Context: an optimization exercise on an open-source flow, tuned for small area. The choices shown serve that exercise and are no tape-out recipe.
RTL that was checked went through simulation tests only; none was proved equivalent to the original.
Function not checked in run 1: the RTL went through the layout flow alone.
Power figures rest on the tool's default switching activity, not on a simulated workload.

==> flow/design.v (outline; a module is shown in full before it is edited, if it fits) <==
// module fc_lane: 124 lines
// module fc_lane_x: 123 lines
// module fc_sum: 61 lines
// module conv_dp: 249 lines
// module pp8: 15 lines
// module fa: 3 lines
// module ha: 3 lines
// module xnor_cell: 3 lines
// module or_cell: 3 lines
// module npu: 209 lines
module npu (
    input  logic        clk,
    input  logic        rst_ni,
    input  logic        ena,
    input  logic        wea,
    input  logic [15:0] addra,
    input  logic [31:0] dina,
    output logic [31:0] douta
);
  // ...
==> flow/flow/run.sh <==
#!/bin/bash
# The standard ORFS layout (standard.sh), with different buffering:
#  - each port gets a sky130_fd_sc_hd__buf_1 buffer instead of buffer_ports' default cell;
#  - the constant-1 inputs of the adder cells share one tie cell per module (no tie fanout repair).
# repair_design, CTS and repair_timing run as in the standard flow.
set -euo pipefail
cp config.mk flow_config.mk
cat >> flow_config.mk <<'CFG'
export BUFFER_PORTS_ARGS = -buffer_cell sky130_fd_sc_hd__buf_1
export REMOVE_ABC_BUFFERS = 1
export SKIP_REPAIR_TIE_FANOUT = 1
CFG
sed "s#DESIGN_CONFIG=[^ ]*#DESIGN_CONFIG=$PWD/flow_config.mk#" standard.sh > flow_standard.sh
bash flow_standard.sh > flow_standard.log 2>&1
==> flow/standard.sh <==
#!/bin/bash
# synth_recipe.tcl (not shown) runs the flow's synth.tcl, then flattens the netlist and writes it again
# the make line also repeats each setting of config.mk as NAME=value (left out here)
make -C /OpenROAD-flow-scripts/flow DESIGN_CONFIG=/design/flow/config.mk WORK_HOME=/design/flow/orfs CLKGATE_MAP_FILE= SYNTH_SCRIPT=/design/flow/synth_recipe.tcl "${@:-finish}"
==> flow/config.mk <==
export PLATFORM = sky130hd
export DESIGN_NAME = npu
export DESIGN_NICKNAME = npu
export VERILOG_FILES = /design/flow/design.v
export SDC_FILE = /design/flow/constraint.sdc
export NUM_CORES = 4
export LEC_CHECK = 0
export CAP_MARGIN = 20
export CORE_MARGIN = 2
export CORE_UTILIZATION = 60
export CTS_BUF_LIST = sky130_fd_sc_hd__clkbuf_8
export CTS_CLUSTER_DIAMETER = 80
export CTS_CLUSTER_SIZE = 16
export GPL_TIMING_DRIVEN = 0
export PLACE_DENSITY = 0.75
export SLEW_MARGIN = 20
export SYNTH_HIERARCHICAL = 1
==> flow/constraint.sdc <==
create_clock -name core_clock -period 12.0 [get_ports {clk}]
set_input_delay 2.4000 -clock core_clock [delete_from_list [all_inputs] [get_ports {clk}]]
set_output_delay 2.4000 -clock core_clock [all_outputs]
set_load 0.01 [all_outputs]
==> flow_metrics.py, run 1 <==
metrics = {
    "run_status": {
        "status": "complete, no violations",
    },
    "clock_network": {
        "clock_tree.root_cell": "clkbuf_8",
        "cts_setup_buffers": 0,
    },
    "yosys": {
        "synth_area_leaders": "fa_1, edfxtp_1, dfxtp_1, nor2_1, mux2i_1",
        "ys.flop_type": "dfxtp_1",
        "postSynthAreaPerCell_sq_um": 11.5,
        "synthAdderAreaFrac_pct": 31.2,
        "synthesis.instances": 2289,
        "synth_largest_area_cell": "fa_1",
        "async_reset_ff_share_pct": 0,
        "yosysWarnings": 17,
    },
    "drt": {
        "wl_met3_um": 5200,
        "drc": 0,
    },
    "global_route": {
        "first_global_vias": 18600,
        "grt_max_degree": 66,
        "busiest_layer": "met2",
    },
    "power": {
        "power-top-group": "registers",
        "sw_frac_of_total_pct": 24.6,
        "powerComb_mw": 0.114,
        "p_seq_share_pct": 63.8,
        "power_frac_clock_pct": 31.0,
        "power.leakage_nw": 10.9,
    },
    "setup_path": {
        "crit_fanout": 21,
        "rr_endpoint": "conv_x[19]",
        "cp-startpoint": "take",
        "crit_required_ns": 12.55,
        "max_stage_delay_ns": 0.83,
        "r2r_start": "take",
        "crit_slowest_cell": "o21ai_0",
    },
    "sta": {
        "tightest_slew_ns": 1.15,
        "setup_ws_ns": 0.444,
    },
    "place": {
        "dp_hpwl_um": 53200,
        "gp_congestion": 0.923,
    },
    "layout": {
        "syn2layout_area_growth_pct": 3.47,
        "nNonClkBuffers": 90,
        "buffer_area_share_pct": 2.28,
        "layout-drive-gt1-share_pct": 7.14,
        "seqAreaFraction_pct": 34.3,
        "stdcell_area_sq_um": 27300,
    },
    "floorplanning": {
        "well_tap_count": 585,
    },
    "hold_path": {
        "hold-path-cell-count": 0,
    },
}
==> run 2: changes to the inputs <==
--- a/flow/design.v
+++ b/flow/design.v
@@ -1,127 +1,3 @@
-module fc_lane (
-    input  logic [23:0] acc,
-    input  logic        en,
-    input  logic [7:0]  an,
-    input  logic [7:0]  bn,
-    output logic [23:0] acc_next,
-    output logic [27:0] rw
-);
-  wire [23:0] acc_en = acc & {24{en}};
-  wire [63:0] p;
-  pp8 u_pp (.un(bn), .vn(an), .p(p));
-  wire l_c2, l_s3, l_c4, l_c6, l_s7, l_c8, l_s9, l_c10, l_c12, l_s13, l_c14, l_s15;
-  wire l_c16, l_s17, l_c18, l_c20, l_s21, l_c22, l_s23, l_c24, l_s25, l_c26, l_s27, l_c28;
-  wire l_c30, l_s31, l_c32, l_s33, l_c34, l_s35, l_c36, l_s37, l_c38, l_s39, l_c40, l_s43;
-  wire l_c44, l_s45, l_c46, l_s47, l_c48, l_s49, l_c50, l_s51, l_c52, l_s53, l_c54, l_c56;
-  wire l_s57, l_c58, l_s59, l_c60, l_s61, l_c62, l_s63, l_c64, l_s65, l_c66, l_s67, l_c68;
-  wire l_s71, l_c72, l_s73, l_c74, l_s75, l_c76, l_s77, l_c78, l_s79, l_c80, l_s83, l_c84;
-  wire l_s85, l_c86, l_s87, l_c88, l_s89, l_c90, l_s93, l_c94, l_s95, l_c96, l_s97, l_c98;
-  wire l_s101, l_c102, l_s103, l_c104, l_s107, l_c108, l_c112, l_c114, l_c116, l_c118, l_c120, l_c122;
-  wire l_s123, l_c124, l_s125, l_c126, l_s127, l_c128, l_s129, l_c130, l_c132, l_c134, l_c136, l_c138;
-  wire l_c140, l_c142, l_c144, l_c146, l_c148, l_c150, l_c152, l_c154, l_c156, l_c158, l_c160, l_c162;
-  wire l_c164, l_c166, l_c168, l_c170, l_c172, l_c174, l_c176;
-  fa u_l_s1 (.a(acc_en[1]), .b(p[1]), .c(p[8]), .s(rw[2]), .co(l_c2));
-  fa u_l_s3 (.a(acc_en[2]), .b(p[2]), .c(p[9]), .s(l_s3), .co(l_c4));
-  fa u_l_s5 (.a(p[16]), .b(l_c2), .c(l_s3), .s(rw[3]), .co(l_c6));
-  fa u_l_s7 (.a(acc_en[3]), .b(p[3]), .c(p[10]), .s(l_s7), .co(l_c8));
-  fa u_l_s9 (.a(p[17]), .b(p[24]), .c(l_c4), .s(l_s9), .co(l_c10));
-  fa u_l_s11 (.a(l_s7), .b(l_c6), .c(l_s9), .s(rw[4]), .co(l_c12));
-  fa u_l_s13 (.a(acc_en[4]), .b(p[4]), .c(p[11]), .s(l_s13), .co(l_c14));
-  fa u_l_s15 (.a(p[18]), .b(p[25]), .c(p[32]), .s(l_s15), .co(l_c16));
-  fa u_l_s17 (.a(l_c8), .b(l_s13), .c(l_s15), .s(l_s17), .co(l_c18));
-  fa u_l_s19 (.a(l_c10), .b(l_s17), .c(l_c12), .s(rw[5]), .co(l_c20));
-  fa u_l_s21 (.a(acc_en[5]), .b(p[5]), .c(p[12]), .s(l_s21), .co(l_c22));
-  fa u_l_s23 (.a(p[19]), .b(p[26]), .c(p[33]), .s(l_s23), .co(l_c24));
-  fa u_l_s25 (.a(p[40]), .b(l_c14), .c(l_c16), .s(l_s25), .co(l_c26));
-  fa u_l_s27 (.a(l_s21), .b(l_s23), .c(l_c18), .s(l_s27), .co(l_c28));
-  fa u_l_s29 (.a(l_s25), .b(l_s27), .c(l_c20), .s(rw[6]), .co(l_c30));
-  fa u_l_s31 (.a(acc_en[6]), .b(p[6]), .c(p[13]), .s(l_s31), .co(l_c32));
-  fa u_l_s33 (.a(p[20]), .b(p[27]), .c(p[34]), .s(l_s33), .co(l_c34));
-  fa u_l_s35 (.a(p[41]), .b(p[48]), .c(l_c22), .s(l_s35), .co(l_c36));
-  fa u_l_s37 (.a(l_c24), .b(l_s31), .c(l_s33), .s(l_s37), .co(l_c38));
-  fa u_l_s39 (.a(l_c26), .b(l_s35), .c(l_s37), .s(l_s39), .co(l_c40));
-  fa u_l_s41 (.a(l_c28), .b(l_s39), .c(l_c30), .s(rw[7]), .co(rw[8]));
-  xnor_cell u_l_s43 (.a(acc_en[7]), .b(p[7]), .y(l_s43));
-  or_cell u_l_c44 (.a(acc_en[7]), .b(p[7]), .y(l_c44));
-  fa u_l_s45 (.a(p[14]), .b(p[21]), .c(p[28]), .s(l_s45), .co(l_c46));
-  fa u_l_s47 (.a(p[35]), .b(p[42]), .c(p[49]), .s(l_s47), .co(l_c48));
-  fa u_l_s49 (.a(p[56]), .b(l_s43), .c(l_c32), .s(l_s49), .co(l_c50));
-  fa u_l_s51 (.a(l_c34), .b(l_s45), .c(l_s47), .s(l_s51), .co(l_c52));
-  fa u_l_s53 (.a(l_c36), .b(l_c38), .c(l_s49), .s(l_s53), .co(l_c54));
-  fa u_l_s55 (.a(l_s51), .b(l_c40), .c(l_s53), .s(rw[9]), .co(l_c56));
-  fa u_l_s57 (.a(acc_en[8]), .b(p[15]), .c(p[22]), .s(l_s57), .co(l_c58));
-  fa u_l_s59 (.a(p[29]), .b(p[36]), .c(p[43]), .s(l_s59), .co(l_c60));
-  fa u_l_s61 (.a(p[50]), .b(p[57]), .c(l_c44), .s(l_s61), .co(l_c62));
-  fa u_l_s63 (.a(l_c46), .b(l_c48), .c(l_s57), .s(l_s63), .co(l_c64));
-  fa u_l_s65 (.a(l_s59), .b(l_s61), .c(l_c50), .s(l_s65), .co(l_c66));
-  fa u_l_s67 (.a(l_c52), .b(l_s63), .c(l_s65), .s(l_s67), .co(l_c68));
-  fa u_l_s69 (.a(l_c54), .b(l_c56), .c(l_s67), .s(rw[10]), .co(rw[11]));
-  fa u_l_s71 (.a(acc_en[9]), .b(p[23]), .c(p[30]), .s(l_s71), .co(l_c72));
-  fa u_l_s73 (.a(p[37]), .b(p[44]), .c(p[51]), .s(l_s73), .co(l_c74));
-  fa u_l_s75 (.a(p[58]), .b(l_c58), .c(l_c60), .s(l_s75), .co(l_c76));
-  fa u_l_s77 (.a(l_s71), .b(l_s73), .c(l_c62), .s(l_s77), .co(l_c78));
-  fa u_l_s79 (.a(l_c64), .b(l_s75), .c(l_s77), .s(l_s79), .co(l_c80));
-  fa u_l_s81 (.a(l_c66), .b(l_s79), .c(l_c68), .s(rw[12]), .co(rw[13]));
-  fa u_l_s83 (.a(acc_en[10]), .b(p[31]), .c(p[38]), .s(l_s83), .co(l_c84));
-  fa u_l_s85 (.a(p[45]), .b(p[52]), .c(p[59]), .s(l_s85), .co(l_c86));
-  fa u_l_s87 (.a(l_c72), .b(l_c74), .c(l_s83), .s(l_s87), .co(l_c88));
-  fa u_l_s89 (.a(l_s85), .b(l_c76), .c(l_s87), .s(l_s89), .co(l_c90));
-  fa u_l_s91 (.a(l_c78), .b(l_s89), .c(l_c80), .s(rw[14]), .co(rw[15]));
-  fa u_l_s93 (.a(acc_en[11]), .b(p[39]), .c(p[46]), .s(l_s93), .co(l_c94));
-  fa u_l_s95 (.a(p[53]), .b(p[60]), .c(l_c84), .s(l_s95), .co(l_c96));
-  fa u_l_s97 (.a(l_c86), .b(l_s93), .c(l_c88), .s(l_s97), .co(l_c98));
-  fa u_l_s99 (.a(l_s95), .b(l_c90), .c(l_s97), .s(rw[16]), .co(rw[17]));
-  fa u_l_s101 (.a(acc_en[12]), .b(p[47]), .c(p[54]), .s(l_s101), .co(l_c102));
-  fa u_l_s103 (.a(p[61]), .b(l_c94), .c(l_s101), .s(l_s103), .co(l_c104));
-  fa u_l_s105 (.a(l_c96), .b(l_s103), .c(l_c98), .s(rw[18]), .co(rw[19]));
-  fa u_l_s107 (.a(acc_en[13]), .b(p[55]), .c(p[62]), .s(l_s107), .co(l_c108));
-  fa u_l_s109 (.a(l_c102), .b(l_s107), .c(l_c104), .s(rw[20]), .co(rw[21]));
-  fa u_l_s111 (.a(acc_en[14]), .b(p[63]), .c(l_c108), .s(rw[22]), .co(l_c112));
-  xnor_cell u_l_s113 (.a(acc_en[15]), .b(l_c112), .y(rw[23]));
-  or_cell u_l_c114 (.a(acc_en[15]), .b(l_c112), .y(l_c114));
-  xnor_cell u_l_s115 (.a(acc_en[16]), .b(l_c114), .y(rw[24]));
-  or_cell u_l_c116 (.a(acc_en[16]), .b(l_c114), .y(l_c116));
-  xnor_cell u_l_s117 (.a(acc_en[17]), .b(l_c116), .y(rw[25]));
-  or_cell u_l_c118 (.a(acc_en[17]), .b(l_c116), .y(l_c118));
-  xnor_cell u_l_s119 (.a(acc_en[18]), .b(l_c118), .y(rw[26]));
-  or_cell u_l_c120 (.a(acc_en[18]), .b(l_c118), .y(l_c120));
-  xnor_cell u_l_s121 (.a(acc_en[19]), .b(l_c120), .y(rw[27]));
-  or_cell u_l_c122 (.a(acc_en[19]), .b(l_c120), .y(l_c122));
-  xnor_cell u_l_s123 (.a(acc_en[20]), .b(l_c122), .y(l_s123));
-  or_cell u_l_c124 (.a(acc_en[20]), .b(l_c122), .y(l_c124));
-  xnor_cell u_l_s125 (.a(acc_en[21]), .b(l_c124), .y(l_s125));
-  or_cell u_l_c126 (.a(acc_en[21]), .b(l_c124), .y(l_c126));
-  xnor_cell u_l_s127 (.a(acc_en[22]), .b(l_c126), .y(l_s127));
-  or_cell u_l_c128 (.a(acc_en[22]), .b(l_c126), .y(l_c128));
-  xnor_cell u_l_s129 (.a(acc_en[23]), .b(l_c128), .y(l_s129));
-  or_cell u_l_c130 (.a(acc_en[23]), .b(l_c128), .y(l_c130));
-  ha u_l_s131 (.a(acc_en[0]), .b(p[0]), .s(acc_next[0]), .co(l_c132));
-  ha u_l_s133 (.a(rw[2]), .b(l_c132), .s(acc_next[1]), .co(l_c134));
-  ha u_l_s135 (.a(rw[3]), .b(l_c134), .s(acc_next[2]), .co(l_c136));
-  ha u_l_s137 (.a(rw[4]), .b(l_c136), .s(acc_next[3]), .co(l_c138));
-  ha u_l_s139 (.a(rw[5]), .b(l_c138), .s(acc_next[4]), .co(l_c140));
-  ha u_l_s141 (.a(rw[6]), .b(l_c140), .s(acc_next[5]), .co(l_c142));
-  ha u_l_s143 (.a(rw[7]), .b(l_c142), .s(acc_next[6]), .co(l_c144));
-  fa u_l_s145 (.a(rw[8]), .b(rw[9]), .c(l_c144), .s(acc_next[7]), .co(l_c146));
-  ha u_l_s147 (.a(rw[10]), .b(l_c146), .s(acc_next[8]), .co(l_c148));
-  fa u_l_s149 (.a(rw[11]), .b(rw[12]), .c(l_c148), .s(acc_next[9]), .co(l_c150));
-  fa u_l_s151 (.a(rw[13]), .b(rw[14]), .c(l_c150), .s(acc_next[10]), .co(l_c152));
-  fa u_l_s153 (.a(rw[15]), .b(rw[16]), .c(l_c152), .s(acc_next[11]), .co(l_c154));
-  fa u_l_s155 (.a(rw[17]), .b(rw[18]), .c(l_c154), .s(acc_next[12]), .co(l_c156));
-  fa u_l_s157 (.a(rw[19]), .b(rw[20]), .c(l_c156), .s(acc_next[13]), .co(l_c158));
-  fa u_l_s159 (.a(rw[21]), .b(rw[22]), .c(l_c158), .s(acc_next[14]), .co(l_c160));
-  ha u_l_s161 (.a(rw[23]), .b(l_c160), .s(acc_next[15]), .co(l_c162));
-  ha u_l_s163 (.a(rw[24]), .b(l_c162), .s(acc_next[16]), .co(l_c164));
-  ha u_l_s165 (.a(rw[25]), .b(l_c164), .s(acc_next[17]), .co(l_c166));
-  ha u_l_s167 (.a(rw[26]), .b(l_c166), .s(acc_next[18]), .co(l_c168));
-  ha u_l_s169 (.a(rw[27]), .b(l_c168), .s(acc_next[19]), .co(l_c170));
-  ha u_l_s171 (.a(l_s123), .b(l_c170), .s(acc_next[20]), .co(l_c172));
-  ha u_l_s173 (.a(l_s125), .b(l_c172), .s(acc_next[21]), .co(l_c174));
-  ha u_l_s175 (.a(l_s127), .b(l_c174), .s(acc_next[22]), .co(l_c176));
-  assign acc_next[23] = l_s129 ^ l_c176;
-  assign rw[0] = acc_en[0];
-  assign rw[1] = p[0];
-endmodule
 module fc_lane_x (
     input  logic [23:0] acc,
     input  logic [7:0]  an,
==> run 2 against run 1 <==
Net effect: clock skew unchanged; sequential share of layout area unchanged; hold slack did not move; sequential power about the same; highest routed layer unchanged; routed wire length stayed put; die area unchanged; still clean on timing, DRC and antenna; clock-buffer cell count stayed put; largest cell class unchanged.
==> flow_metrics.py, run 2 <==
metrics = {
    "run_status": {
        "status": "complete, no violations",
    },
    "yosys": {
        "yosysWarnings": 17,
        "synth-seq-cells": 379,
        "synth_largest_area_cell": "fa_1",
        "synth_area_leaders": "fa_1, edfxtp_1, dfxtp_1, nor2_1, mux2i_1",
        "synth_most_common_cell": "nor2_1",
        "synth.top_cells.by_count": "nor2_1, fa_1, dfxtp_1",
        "synth_cell_types": 70,
        "seq_area_frac_synth_pct": 35.4,
        "synthesis.instances": 2289,
        "synth_edf_count": 176,
        "synth_area_sq_um": 26400,
        "ys.flop_type": "dfxtp_1",
        "postSynthAreaPerCell_sq_um": 11.5,
        "async_reset_ff_share_pct": 0,
        "synth_top_area_share_pct": 28.4,
    },
    "layout": {
        "syn2layout_area_growth_pct": 3.47,
        "mostFrequentLayoutCells": "nor2_1, fa_1, dfxtp_1",
        "diodes": 0,
        "layout-drive-gt1-share_pct": 7.14,
        "final_nets": 2719,
        "top_regs": "acc (72), conv_w (72), img (72)",
        "final_common_cell": "nor2_1",
    },
    "power": {
        "ir_drop_mv": 0.113,
        "power.leakage_nw": 10.9,
        "p_per_area_nw_per_um2": 80.2,
        "total_power_mw": 2.19,
    },
    "floorplanning": {
        "dieArea_sq_um": 45700,
        "core_area_sq_um": 43300,
        "row_count": 76,
        "die_h_um": 214,
        "ios": 84,
        "start_util_pct": 61.0,
        "die_w_um": 214,
    },
    "clock_network": {
        "cts_resized": 0,
        "cts_tree": "built",
        "cts.hold.buffers_added": 0,
        "cts_buffers": 29,
        "clkTransAtPathRegs_ns": 0.11,
        "cts_setup_buffers": 0,
        "clk_latency_ns": 0.66,
        "clock_tree.root_cell": "clkbuf_8",
        "cts.path.max_buffers": 3,
        "cts.sinks": 379,
        "cts_max_level": 1,
    },
    "setup_path": {
        "crit_path_end_kind": "flip-flop",
        "r2r_cells": 29,
        "cp-startpoint": "take",
        "max_stage_delay_ns": 0.83,
        "r2r_start": "take",
        "crit_fanout": 21,
        "cp_data_arrival_time_ns": 12.11,
        "crit_type": "reg -> reg",
        "worst_setup_path_start_kind": "flip-flop",
        "rrSetupSlack_ns": 0.44,
        "crit_slowest_cell": "o21ai_0",
        "rr_endpoint": "conv_x[19]",
        "crit_path_frequent_cell": "fa_1",
        "crit_required_ns": 12.55,
    },
    "place": {
        "gp_congestion": 0.923,
        "dp_slack_ns": 0.346,
        "io_buffers": 70,
        "dp_hpwl_um": 53200,
    },
    "drt": {
        "via_per_inst": 6.22,
        "dr.pass1.iters": 7,
        "wl_um": 67300,
        "ant_nets": 0,
        "drc": 0,
        "wl_per_cell_um": 23.7,
        "num_vias": 17600,
        "drt-initial-drc-count": 1684,
    },
    "flow_run": {
        "cap_violations": 0,
    },
    "global_route": {
        "grt-ovfl-total": 0,
        "grt_first_pass_wirelength_um": 106000,
        "antenna_found_initial": 0,
        "grt_max_degree": 66,
        "track_usage_pct": 30.8,
        "first_global_vias": 18600,
    },
    "hold_path": {
        "hold_end": "conv_w[64]",
        "hold-path-cell-count": 0,
        "hp-start": "conv_w[56]",
        "worstHoldPathType": "reg -> reg",
    },
    "sta": {
        "slew_violations": 0,
        "maxSlewHeadroom_pct": 21.4,
        "tightest_slew_ns": 1.15,
        "setup-tns-final_ns": 0,
        "setup_ws_ns": 0.444,
        "finalSetupViolations": 0,
        "fmax_mhz": 86.5,
        "finalCritPeriodShare_pct": 96.3,
        "hold_viol": 0,
        "rsz0062_at_grt": "no",
        "min_period_ns": 11.56,
        "fin_worst_skew_ns": 0.0346,
    },
}
## run 2: cell counts after synthesis
Identical to the previous run, type by type.
## run 2: power breakdown
group          internal (mW)  leakage (nW)  switching, mW
Clock                  0.238         0.328          0.441
Combinational         0.0421          7.33         0.0718
Sequential              1.37          3.27         0.0264
## run 2: area by class of cell
type	instances	area (sq um)
clock inverters	22	110
inverters	24	90.1
multi-input cells	1709	16000
flip-flops and latches	379	9360
fillers	3348	16000
well taps	585	732
clock buffers	30	413
repair buffers	90	623
## run 2: critical path, delay by kind of cell (launching register included)
family | cells | cell delay [ns]
AOI/OAI and AO/OA | 1 | 0.83
buffers and inverters | 2 | 0.48
muxes | 1 | 0.34
DFF | 1 | 0.69
xor gates and xnor gates | 1 | 0.17
adders and majority gates | 22 | 8.30
and+or+nand+nor | 2 | 0.59
## run 2: routing by layer
metal | vias to the layer above | wire length, um | global-route usage (%)
li1 | 7613 | - | -
met3 | 180 | 5200 | 5.07
met1 | 9071 | 27300 | 41.9
met5 | - | 0 | 0
met2 | 784 | 31900 | 50.3
met4 | 0 | 2880 | 11.7
## run 2: kinds of logic (layout without fill, tap and decap cells)
kind of cell,count (synthesis),count (layout),synth area share (%)
xor+xnor,38,38,1.29
fa+ha+maj,434,434,31.2
buf+inv,201,166,4.46
compound gates,317,317,7.99
simple gates,749,749,12.7
mux,171,171,6.94
flops,379,379,35.4
## run 2: per-module statistics from Yosys (local to each module, per instance)
| module | cell area [sq um] | cells inside | copies in the design |
|---|---|---|---|
| conv_dp | 495 | 56 | 1 |
| or_cell | 6.26 | 1 | 27 |
| npu | 15000 | 1308 | 1 |
| fa | 20.0 | 1 | 375 |
| pp8 | 385 | 79 | 5 |
| fc_sum | 225 | 33 | 1 |
| ha | 12.5 | 1 | 59 |
| xnor_cell | 8.76 | 1 | 30 |
| fc_lane_x | 16.3 | 2 | 3 |
## run 2: how the worst max path moves through the flow
stage                       endpoint  slack, ns  cells after the start
after CTS                 conv_x[19]       0.29                     27
after detailed placement  conv_x[19]       0.35                     27
after global placement    conv_x[19]      -7.74                     23
after floorplan           conv_x[19]      -3.13                     25
after global routing      conv_x[19]       0.09                     29
final                     conv_x[19]       0.44                     29
## run 2: stage by stage
step	cell area (sq um)	cells	utilization (%)	hold slack [ns]
floorplan	25300	2112	-	0.410
global placement	26300	2767	60.8	0.425
detailed placement	26800	2786	61.8	0.429
CTS	27300	2838	63.0	0.449
global route	27300	2839	63.1	0.442
finish	27300	2839	63.1	0.451

==> afterwards: timing with drivers on the ports <==
How much do the figures lean on ideal ports? The routed layouts below were timed once more, with nothing changed but the port constraints.
Step 1 sets driving cells, clkbuf_16 on the clock port and buf_2 on the other inputs (assumed; they add their load-dependent delay and slew).
Step 2 also shifts input and output timing later by t, the mid clock arrival at the registers, as if the neighbouring blocks saw the same clock.
a / b / c = no drivers / after step 1 / after step 2; a / b = the first two.
run | shift t [ns] | setup slack, ns | worst setup path after step 2 | pins driven straight from the clock port
run 1 | 0.697 | 0.444 / 0.444 / 0.444 | register to register | 1
run 2 | 0.697 | 0.444 / 0.444 / 0.444 | register to register | 1
After both steps every run listed still meets setup and hold.
